This is an optimization exercise on Yosys and OpenROAD, whose aim is small area, not a production implementation.
Where RTL was checked, it was by simulation tests only, not by an equivalence proof against the original.
Power and IR drop assume default switching activity.

==> v12 <==
## Follower
module Follower(clk,RST_n,led,a2d_SS_n,SCLK,MISO,MOSI,rev_rht,
                rev_lft,fwd_rht,fwd_lft,IR_in_en,IR_mid_en,IR_out_en,
				in_transit,OK2Move,buzz,buzz_n,BC,RX);
==> flow/config.mk <==
export PLATFORM = sky130hd
export DESIGN_NAME = Follower
export DESIGN_NICKNAME = Follower
export VERILOG_FILES = /design/flow/design.v
export SDC_FILE = /design/flow/constraint.sdc
export NUM_CORES = 4
export LEC_CHECK = 0
export CAP_MARGIN = 20
export CORE_MARGIN = 2
export CORE_UTILIZATION = 40
export SLEW_MARGIN = 20
==> flow/constraint.sdc <==
create_clock -name core_clock -period 20.0 [get_ports {clk}]
set_input_delay 4.0000 -clock core_clock [delete_from_list [all_inputs] [get_ports {clk}]]
set_output_delay 4.0000 -clock core_clock [all_outputs]
set_load 0.01 [all_outputs]
run.sh (not shown) runs the stock make flow with config.mk's settings and CLKGATE_MAP_FILE= SYNTH_SCRIPT=/design/flow/synth_recipe.tcl, a recipe that flattens the netlist after the stock synthesis.
==> v38: changes against v12 <==
--- a/flow/design.v
+++ b/flow/design.v
@@ -22,17 +22,19 @@
     if (!rst_n) PWM_sig <= 1'b0;
     else if (cntr == duty) PWM_sig <= 1'b0;
     else if (&cntr) PWM_sig <= 1'b1;
 endmodule
 module pwm_cntr(cntr, rst_n, clk);
   output reg [9:0] cntr;
   input clk, rst_n;
+  wire [9:0] nxt;
+  inc #(10) iINC(.s(nxt), .a(cntr), .ci(1'b1));
   always @(posedge clk, negedge rst_n)
     if (!rst_n) cntr <= 10'h3ff;
-    else cntr <= cntr + 1'b1;
+    else cntr <= nxt;
 endmodule
 module motor_cntrl(clk, rst_n, rht, lft, pwm_cnt, fwd_rht, fwd_lft, rev_rht, rev_lft);
 input clk, rst_n;
 input [10:0] rht, lft;
 output [9:0] pwm_cnt;
 output logic fwd_rht, fwd_lft, rev_rht, rev_lft;
 logic [9:0] in_right, in_left;
@@ -79,17 +81,19 @@
 wire shift = s_smpl & match;
 wire tmo   = smpl_cnt[21] & smpl_z;
 always @(posedge clk)
 	if (s_gti & BC_filtered) timing_cnt <= smpl_cnt;
 always @(posedge clk)
 	if (s_idle | (s_gti & BC_filtered) | (s_ws & ~BC_filtered)) smpl_cnt <= 22'h0;
 	else smpl_cnt <= smpl_nxt;
+wire [3:0] bit_inc;
+inc #(4) iINC(.s(bit_inc), .a(bit_cnt), .ci(shift));
 always @(posedge clk)
 	if (s_idle | s_gti) bit_cnt <= 4'h0;
-	else if (shift) bit_cnt <= bit_cnt + 1'b1;
+	else bit_cnt <= bit_inc;
 always @(posedge clk, negedge rst_n)
 	if (!rst_n)
 		state <= IDLE;
 	else case (state)
 		IDLE: if (~BC_filtered) state <= GTI;
 		GTI:  if (BC_filtered) state <= WS;
 		WS:   if (bit_cnt[3] | tmo) state <= IDLE;
@@ -132,17 +136,19 @@
 		if (!rst_n) begin
 			rx_nr <= 1'b1;
 			rx_rd <= 1'b1;
 		end else begin
 			rx_nr <= RX;
 			rx_rd <= rx_nr;
 		end
+	wire [3:0] bit_inc;
+	inc #(4) iINC(.s(bit_inc), .a(bit_cnt), .ci(shift));
 	always @(posedge clk)
 		if (idle) bit_cnt <= 4'h0;
-		else if (shift) bit_cnt <= bit_cnt + 1'b1;
+		else bit_cnt <= bit_inc;
 	always @(posedge clk)
 		if (idle | shift) baud_cnt <= 12'h000;
 		else baud_cnt <= baud_nxt;
 	always @(posedge clk)
 		if (shift & ~(bit_cnt[3] & bit_cnt[0]))
 			rx_data <= {rx_rd, rx_data[7:1]};
 	always @(posedge clk, negedge rst_n)
@@ -162,25 +168,27 @@
 logic [10:0] cnt;
 logic [15:0] shft_reg;
 wire idle = cnt[10] & cnt[9];
 wire last = cnt[10] & ~cnt[9];
 wire fin  = last & cnt[1] & cnt[0];
 wire start = idle & strt_cnv;
 wire shift = (cnt[4:0] == 5'd30);
+wire [10:0] cnt_inc;
+inc #(11) iINC(.s(cnt_inc), .a(cnt), .ci(1'b1));
 assign a2d_SS_n = idle ? ~strt_cnv : fin;
 assign SCLK = cnt[4];
 assign MOSI = shft_reg[15];
 assign res = ~shft_reg[11:0];
 always @(posedge clk, negedge rst_n)
 	if (!rst_n)
 		cnt <= 11'h7ff;
 	else if (a2d_SS_n)
 		cnt <= 11'h7ff;
 	else
-		cnt <= cnt + 1'b1;
+		cnt <= cnt_inc;
 always @(posedge clk, negedge rst_n)
 	if (!rst_n)
 		shft_reg[15] <= 1'b0;
 	else if (start)
 		shft_reg[15] <= 1'b0;
 	else if (shift)
 		shft_reg[15] <= shft_reg[14];
@@ -198,21 +206,45 @@
 module alu(sum, sat, ic, a, b, inv, cin, intgrl);
   output [15:0] sum;		 
   output [11:0] sat;		 
   output [9:0] ic;
   input [15:0] a, b;
   input inv, cin;
   input [11:0] intgrl;
-  assign sum = a + (b ^ {16{inv}}) + cin;
+  rca #(16) iADD(.s(sum), .a(a), .b(b ^ {16{inv}}), .ci(cin));
   assign sat = (~sum[15] & |sum[14:11]) ? 12'h7ff :
                ( sum[15] & ~&sum[14:11]) ? 12'h800 : sum[11:0];
-  wire [14:0] i = {{3{intgrl[11]}}, intgrl};
-  wire [14:0] i7 = (i << 3) - i;
+  wire [14:0] i7;
+  rca #(15) iIC(.s(i7), .a({intgrl, 3'b000}), .b(~{{3{intgrl[11]}}, intgrl}), .ci(1'b1));
   assign ic = i7[14:5];
 endmodule
+module rca #(parameter W = 16) (s, a, b, ci);
+  output [W-1:0] s;
+  input [W-1:0] a, b;
+  input ci;
+  wire [W:0] c;
+  assign c[0] = ci;
+  genvar k;
+  generate for (k = 0; k < W; k = k + 1) begin : fa
+    assign s[k] = a[k] ^ b[k] ^ c[k];
+    assign c[k+1] = (a[k] & b[k]) | (c[k] & (a[k] ^ b[k]));
+  end endgenerate
+endmodule
+module inc #(parameter W = 8) (s, a, ci);
+  output [W-1:0] s;
+  input [W-1:0] a;
+  input ci;
+  wire [W:0] c;
+  assign c[0] = ci;
+  genvar k;
+  generate for (k = 0; k < W; k = k + 1) begin : ha
+    assign s[k] = a[k] ^ c[k];
+    assign c[k+1] = a[k] & c[k];
+  end endgenerate
+endmodule
 module motion(addr, strt_cnv, lft, rht, IR_out_en, IR_mid_en, IR_in_en, res, cnv_cmplt, go, pwm_cnt, clk, rst_n);
 output reg [10:0] lft, rht;
 output [2:0] addr;
 output strt_cnv, IR_out_en, IR_mid_en, IR_in_en;
 input [11:0] res;
 input [9:0] pwm_cnt;
 input cnv_cmplt, go, clk, rst_n;
@@ -244,24 +276,23 @@
 wire [9:0] ic;
 wire t0 = s_calc & tk[0];
 wire t1 = s_calc & tk[1];
 wire tF = s_calc & (tk[4] | tk[6]);	 
 wire tR = s_calc & (tk[5] | tk[7]);	 
 wire t45 = s_calc & tmr[3] & ~tmr[5];	 
 wire [11:0] E = Error[11:0];
-wire [15:0] opA = ({16{s_cw | t1 | tR}} & Accum) |
+wire [15:0] opA = ({16{s_tw | s_cw | t1 | tR}} & Accum) |
                   ({16{s_ci}} & {{4{Intgrl[11]}}, Intgrl}) |
                   ({16{tF}} & {5'b0, Fwd}) |
                   ({16{t0}} & {{1{E[11]}}, E, 3'b000});
 wire [13:0] res_sc = chnnl[2] ? {res, 2'b00} : chnnl[1] ? {1'b0, res, 1'b0} : {2'b00, res};
-wire [15:0] opB = ({16{s_cw}} & {2'b00, res_sc}) |
+wire [15:0] opB = ({16{cnv_done}} & {2'b00, res_sc}) |
                   ({16{s_ci}} & {{8{E[11]}}, E[11:4]}) |
-                  ({16{t0}} & {{4{E[11]}}, E}) |
                   ({16{t1}} & {{10{E[11]}}, E[11:6]}) |
-                  ({16{tF}} & {{2{Error[13]}}, Error}) |
+                  ({16{t0 | tF}} & {{2{Error[13]}}, Error}) |	 
                   ({16{tR}} & {{6{ic[9]}}, ic});
 wire inv = (s_cw & chnnl[0]) | t0 | t1 | t45;
 wire cin = (s_cw & chnnl[0]) | t0 | (t1 & ~|E[5:0]) | t45;
 alu iALU(.sum(sum), .sat(sat), .ic(ic), .a(opA), .b(opB), .inv(inv), .cin(cin), .intgrl(Intgrl));
 wire PWM_sig = ~pwm_cnt[7] | (~|pwm_cnt[6:4] & ~(pwm_cnt[3] & pwm_cnt[2] & (pwm_cnt[1] | pwm_cnt[0])));
 always @(posedge clk, negedge rst_n)
 	if (!rst_n)
@@ -286,34 +317,37 @@
 	else if (cnv_done & ~ch5)
 		chnnl <= chnnl + 1'b1;
 always @(posedge clk, negedge rst_n)
 	if (!rst_n)
 		itg_cnt <= 2'b00;
 	else if (s_calc & tk[7])
 		itg_cnt <= itg_cnt + 1'b1;
+wire [10:0] Fwd_inc;
+inc #(11) iFWD(.s(Fwd_inc), .a(Fwd), .ci(itg & ~&Fwd[10:8]));
 always @(posedge clk)
 	if (~go)
 		Fwd <= 11'h000;
-	else if (itg & ~&Fwd[10:8])
-		Fwd <= Fwd + 1'b1;
+	else
+		Fwd <= Fwd_inc;
 always @(posedge clk)
-	if (s_idle | cnv_done | t0 | tF)
-		Accum <= sum;
+	Accum <= sum;
 always @(posedge clk)
 	if (cnv_done & ch5)
 		Error <= {{2{sat[11]}}, sat};
 	else if (t1)
 		Error <= sum[14:1];
 always @(posedge clk, negedge rst_n)
 	if (!rst_n)
 		Intgrl <= 12'h000;
 	else if (itg)
 		Intgrl <= sat;
 wire [10:0] drv = sat[11:1];
-wire [10:0] drv_sm = {drv[10], (drv[9:0] ^ {10{drv[10]}}) + drv[10]};
+wire [9:0] drv_mag;
+inc #(10) iMAG(.s(drv_mag), .a(drv[9:0] ^ {10{drv[10]}}), .ci(drv[10]));
+wire [10:0] drv_sm = {drv[10], drv_mag};
 always @(posedge clk, negedge rst_n)
 	if (!rst_n)
 		rht <= 11'h000;
 	else if (!go)
 		rht <= 11'h000;
 	else if (s_calc & tk[5])
 		rht <= drv_sm;
@@ -340,19 +374,23 @@
 input [7:0] cmd, ID;
 input ID_vld, cmd_rdy, OK2Move, clk, rst_n;
 logic [12:0] count;
 logic [5:0] dest_ID;
 wire buzz_en = in_transit & ~OK2Move;
 wire c6250 = &{count[12], count[11], count[6], count[5], count[3], count[1]};
 wire c6249 = &{count[12], count[11], count[6], count[5], count[3], count[0]};
+wire [12:0] count_inc;
+inc #(13) iINC(.s(count_inc), .a(count), .ci(buzz_en));
 always @(posedge clk, negedge rst_n)
 	if (!rst_n)
 		count <= 13'h0000;
-	else if (buzz_en)
-		count <= c6250 ? 13'h0000 : count + 1'b1;
+	else if (buzz_en & c6250)
+		count <= 13'h0000;
+	else
+		count <= count_inc;
 always @(posedge clk, negedge rst_n)
 	if (!rst_n)
 		buzz <= 1'b0;
 	else
 		buzz <= buzz_en & (buzz ^ c6249);
 assign buzz_n = ~buzz;
 wire go_cmd   = cmd_rdy & ~cmd[7] &  cmd[6];
==> flow/flow/run.sh (new file) <==
#!/bin/bash
# Layout flow: the standard flow (standard synthesis unchanged), with
#  - the port buffers made with the smallest buffer (buf_1) instead of the default,
#  - clock tree synthesis with clkbuf_8 leaf clusters of at most 14 sinks and no
#    dummy loads,
#  - after global routing, gates off the critical paths downsized (RECOVER_POWER).
# Every tool's output goes to standard.log in this folder (ORFS also keeps its own
# per-step logs under orfs/logs).
set -o pipefail
CTS="-sink_clustering_enable -repair_clock_nets -sink_clustering_size 14 -sink_clustering_max_diameter 80 -buf_list sky130_fd_sc_hd__clkbuf_8 -dont_use_dummy_load"
bash standard.sh "BUFFER_PORTS_ARGS=-buffer_cell sky130_fd_sc_hd__buf_1" "CTS_ARGS=$CTS" RECOVER_POWER=100 finish > standard.log 2>&1
==> flow/standard.sh (new file) <==
#!/bin/bash
# synth_recipe.tcl (not shown) runs the flow's synth.tcl, then flattens the netlist and writes it again
# the make line also repeats each setting of config.mk as NAME=value (left out here)
make -C /OpenROAD-flow-scripts/flow DESIGN_CONFIG=/design/flow/config.mk WORK_HOME=/design/flow/orfs CLKGATE_MAP_FILE= SYNTH_SCRIPT=/design/flow/synth_recipe.tcl "${@:-finish}"
removed: flow/run.sh
==> v14: changes against v12 <==
--- a/flow/design.v
+++ b/flow/design.v
@@ -36,16 +36,16 @@
 output [9:0] pwm_cnt;
 output logic fwd_rht, fwd_lft, rev_rht, rev_lft;
 logic [9:0] in_right, in_left;
 logic out_right, out_left;
 pwm_cntr iCNT(.cntr(pwm_cnt), .rst_n(rst_n), .clk(clk));
 pwm left_pwm(.PWM_sig(out_right), .duty(in_right), .cntr(pwm_cnt), .rst_n(rst_n), .clk(clk));
 pwm right_pwm(.PWM_sig(out_left), .duty(in_left), .cntr(pwm_cnt), .rst_n(rst_n), .clk(clk));
-assign in_right = rht[9:0];
-assign in_left  = lft[9:0];
+assign in_right = (rht[10]) ? ((~rht[9:0])+1'b1) : rht[9:0];
+assign in_left  = (lft[10]) ? ((~lft[9:0])+1'b1) : lft[9:0];
 wire lz = ~|lft;
 wire rz = ~|rht;
 assign fwd_lft = lz | (~lft[10] & out_left);
 assign rev_lft = lz | ( lft[10] & out_left);
 assign fwd_rht = rz | (~rht[10] & out_right);
 assign rev_rht = rz | ( rht[10] & out_right);
 endmodule
@@ -119,17 +119,16 @@
 	reg rx_nr, rx_rd;
 	reg [11:0] baud_cnt;
 	reg [3:0] bit_cnt;
 	reg [1:0] state;		 
 	wire idle  = ~state[0] & ~state[1];
 	wire first = state[0];
 	wire rest  = state[1];
-	wire [11:0] baud_nxt = {baud_cnt[10:0], ~(baud_cnt[11] ^ baud_cnt[7] ^ baud_cnt[1] ^ baud_cnt[0])};
-	wire half = ((baud_cnt & 12'h7bf) == 12'h7ad);
-	wire full = ((baud_cnt & 12'hff7) == 12'h586);
+	wire half = &{baud_cnt[10], baud_cnt[8], baud_cnt[4], baud_cnt[2], baud_cnt[1]};	 
+	wire full = &{baud_cnt[11], baud_cnt[9], baud_cnt[5], baud_cnt[3], baud_cnt[2]};	 
 	wire done = bit_cnt[3] & bit_cnt[1];	 
 	wire shift = (first & half) | (rest & ~done & full);
 	always @(posedge clk, negedge rst_n)
 		if (!rst_n) begin
 			rx_nr <= 1'b1;
 			rx_rd <= 1'b1;
 		end else begin
@@ -137,15 +136,15 @@
 			rx_rd <= rx_nr;
 		end
 	always @(posedge clk)
 		if (idle) bit_cnt <= 4'h0;
 		else if (shift) bit_cnt <= bit_cnt + 1'b1;
 	always @(posedge clk)
 		if (idle | shift) baud_cnt <= 12'h000;
-		else baud_cnt <= baud_nxt;
+		else baud_cnt <= baud_cnt + 1'b1;
 	always @(posedge clk)
 		if (shift & ~(bit_cnt[3] & bit_cnt[0]))
 			rx_data <= {rx_rd, rx_data[7:1]};
 	always @(posedge clk, negedge rst_n)
 		if (!rst_n) state <= 2'b00;
 		else if (idle) state <= {1'b0, ~rx_rd};
 		else if (first) state <= {half, ~half};
@@ -229,70 +228,64 @@
 wire s_tw   = (state == TW);
 wire s_cw   = (state == CW);
 wire s_ci   = (state == CI);
 wire s_calc = state[2];
 wire ch5 = chnnl[2] & chnnl[0];
 wire cnv_done = s_cw & cnv_cmplt;
 wire itg = s_ci & (&itg_cnt);
-wire [12:0] tmr_nxt = {tmr[11:0], ~(tmr[12] ^ tmr[10] ^ tmr[8] ^ tmr[7])};
-wire tmr32   = ((tmr & 13'h285) == 13'h081);
-wire tmr4096 = ((tmr & 13'hdff) == 13'h05a);
-wire [7:0] tk = {tmr[6] & ~tmr[7], tmr[5] & ~tmr[6], tmr[4] & ~tmr[5], tmr[3] & ~tmr[4],
-                 tmr[2] & ~tmr[3], tmr[1] & ~tmr[2], tmr[0] & ~tmr[1], ~tmr[0]};
-assign strt_cnv = s_tw & (chnnl[0] ? tmr32 : tmr4096);
+assign strt_cnv = s_tw & (chnnl[0] ? tmr[5] : tmr[12]);
 wire [15:0] sum;
 wire [11:0] sat;
 wire [9:0] ic;
-wire t0 = s_calc & tk[0];
-wire t1 = s_calc & tk[1];
-wire tF = s_calc & (tk[4] | tk[6]);	 
-wire tR = s_calc & (tk[5] | tk[7]);	 
-wire t45 = s_calc & tmr[3] & ~tmr[5];	 
+wire t0 = s_calc & (tmr[2:0] == 3'd0);
+wire t1 = s_calc & (tmr[2:0] == 3'd1);
+wire tF = s_calc & tmr[2] & ~tmr[0];	 
+wire tR = s_calc & tmr[2] &  tmr[0];	 
 wire [11:0] E = Error[11:0];
 wire [15:0] opA = ({16{s_cw | t1 | tR}} & Accum) |
                   ({16{s_ci}} & {{4{Intgrl[11]}}, Intgrl}) |
                   ({16{tF}} & {5'b0, Fwd}) |
                   ({16{t0}} & {{1{E[11]}}, E, 3'b000});
 wire [13:0] res_sc = chnnl[2] ? {res, 2'b00} : chnnl[1] ? {1'b0, res, 1'b0} : {2'b00, res};
 wire [15:0] opB = ({16{s_cw}} & {2'b00, res_sc}) |
                   ({16{s_ci}} & {{8{E[11]}}, E[11:4]}) |
                   ({16{t0}} & {{4{E[11]}}, E}) |
                   ({16{t1}} & {{10{E[11]}}, E[11:6]}) |
                   ({16{tF}} & {{2{Error[13]}}, Error}) |
                   ({16{tR}} & {{6{ic[9]}}, ic});
-wire inv = (s_cw & chnnl[0]) | t0 | t1 | t45;
-wire cin = (s_cw & chnnl[0]) | t0 | (t1 & ~|E[5:0]) | t45;
+wire inv = (s_cw & chnnl[0]) | t0 | t1 | (s_calc & tmr[2] & ~tmr[1]);
+wire cin = (s_cw & chnnl[0]) | t0 | (t1 & ~|E[5:0]) | (s_calc & tmr[2] & ~tmr[1]);
 alu iALU(.sum(sum), .sat(sat), .ic(ic), .a(opA), .b(opB), .inv(inv), .cin(cin), .intgrl(Intgrl));
 wire PWM_sig = ~pwm_cnt[7] | (~|pwm_cnt[6:4] & ~(pwm_cnt[3] & pwm_cnt[2] & (pwm_cnt[1] | pwm_cnt[0])));
 always @(posedge clk, negedge rst_n)
 	if (!rst_n)
 		state <= IDLE;
 	else case (state)
 		IDLE: if (go) state <= TW;
 		TW:   if (strt_cnv) state <= CW;
 		CW:   if (cnv_cmplt) state <= ch5 ? CI : TW;
 		CI:   state <= CALC;
-		default: if (tk[7]) state <= IDLE;
+		default: if (&tmr[2:0]) state <= IDLE;
 	endcase
 always @(posedge clk)
 	if (s_idle | s_ci | (cnv_done & ~chnnl[0]))
 		tmr <= 13'h0;
 	else
-		tmr <= tmr_nxt;
+		tmr <= tmr + 1'b1;
 always @(posedge clk, negedge rst_n)
 	if (!rst_n)
 		chnnl <= 3'h0;
 	else if (s_idle & go)
 		chnnl <= 3'h0;
 	else if (cnv_done & ~ch5)
 		chnnl <= chnnl + 1'b1;
 always @(posedge clk, negedge rst_n)
 	if (!rst_n)
 		itg_cnt <= 2'b00;
-	else if (s_calc & tk[7])
+	else if (s_calc & (&tmr[2:0]))
 		itg_cnt <= itg_cnt + 1'b1;
 always @(posedge clk)
 	if (~go)
 		Fwd <= 11'h000;
 	else if (itg & ~&Fwd[10:8])
 		Fwd <= Fwd + 1'b1;
 always @(posedge clk)
@@ -304,30 +297,28 @@
 	else if (t1)
 		Error <= sum[14:1];
 always @(posedge clk, negedge rst_n)
 	if (!rst_n)
 		Intgrl <= 12'h000;
 	else if (itg)
 		Intgrl <= sat;
-wire [10:0] drv = sat[11:1];
-wire [10:0] drv_sm = {drv[10], (drv[9:0] ^ {10{drv[10]}}) + drv[10]};
 always @(posedge clk, negedge rst_n)
 	if (!rst_n)
 		rht <= 11'h000;
 	else if (!go)
 		rht <= 11'h000;
-	else if (s_calc & tk[5])
-		rht <= drv_sm;
+	else if (tR & ~tmr[1])
+		rht <= sat[11:1];
 always @(posedge clk, negedge rst_n)
 	if (!rst_n)
 		lft <= 11'h000;
 	else if (!go)
 		lft <= 11'h000;
-	else if (s_calc & tk[7])
-		lft <= drv_sm;
+	else if (tR & tmr[1])
+		lft <= sat[11:1];
 assign addr = (chnnl == 3'b000) ? 3'b001:
               (chnnl == 3'b001) ? 3'b000:
               (chnnl == 3'b010) ? 3'b100:
               (chnnl == 3'b011) ? 3'b010:
               (chnnl == 3'b100) ? 3'b011:
               3'b111;
 wire IR_en = (s_idle & go) | s_tw | (s_cw & ~(chnnl[0] & cnv_cmplt));
==> flow/config.mk (replaced) <==
export PLATFORM = sky130hd
export DESIGN_NAME = Follower
export DESIGN_NICKNAME = Follower
export VERILOG_FILES = /design/flow/design.v
export SDC_FILE = /design/flow/constraint.sdc
export NUM_CORES = 4
export LEC_CHECK = 0
export CAP_MARGIN = 20
export CORE_MARGIN = 2
export CORE_UTILIZATION = 65
export SLEW_MARGIN = 20
==> notes <==
- v38 reached the layout checks and failed them: capacitance limit, slew limit. v12 finished clean. v14 finished with timing, DRC and antenna clean.
- Via count, lowest first: v38, v12, v14.
- In synthesized cell count, v14 and v12 hardly differ.
- Sequential share of layout area, lowest first: v12, v14, v38.
- The lowest clock-buffer cell count belongs to v38, the highest to v14.
- Worst setup slack: v12 > v14 > v38.
- The lowest combinational power belongs to v14, the highest to v12.
- Die area, highest first: v12, v38, v14.
Function not checked in v12: the RTL went through the layout flow alone.
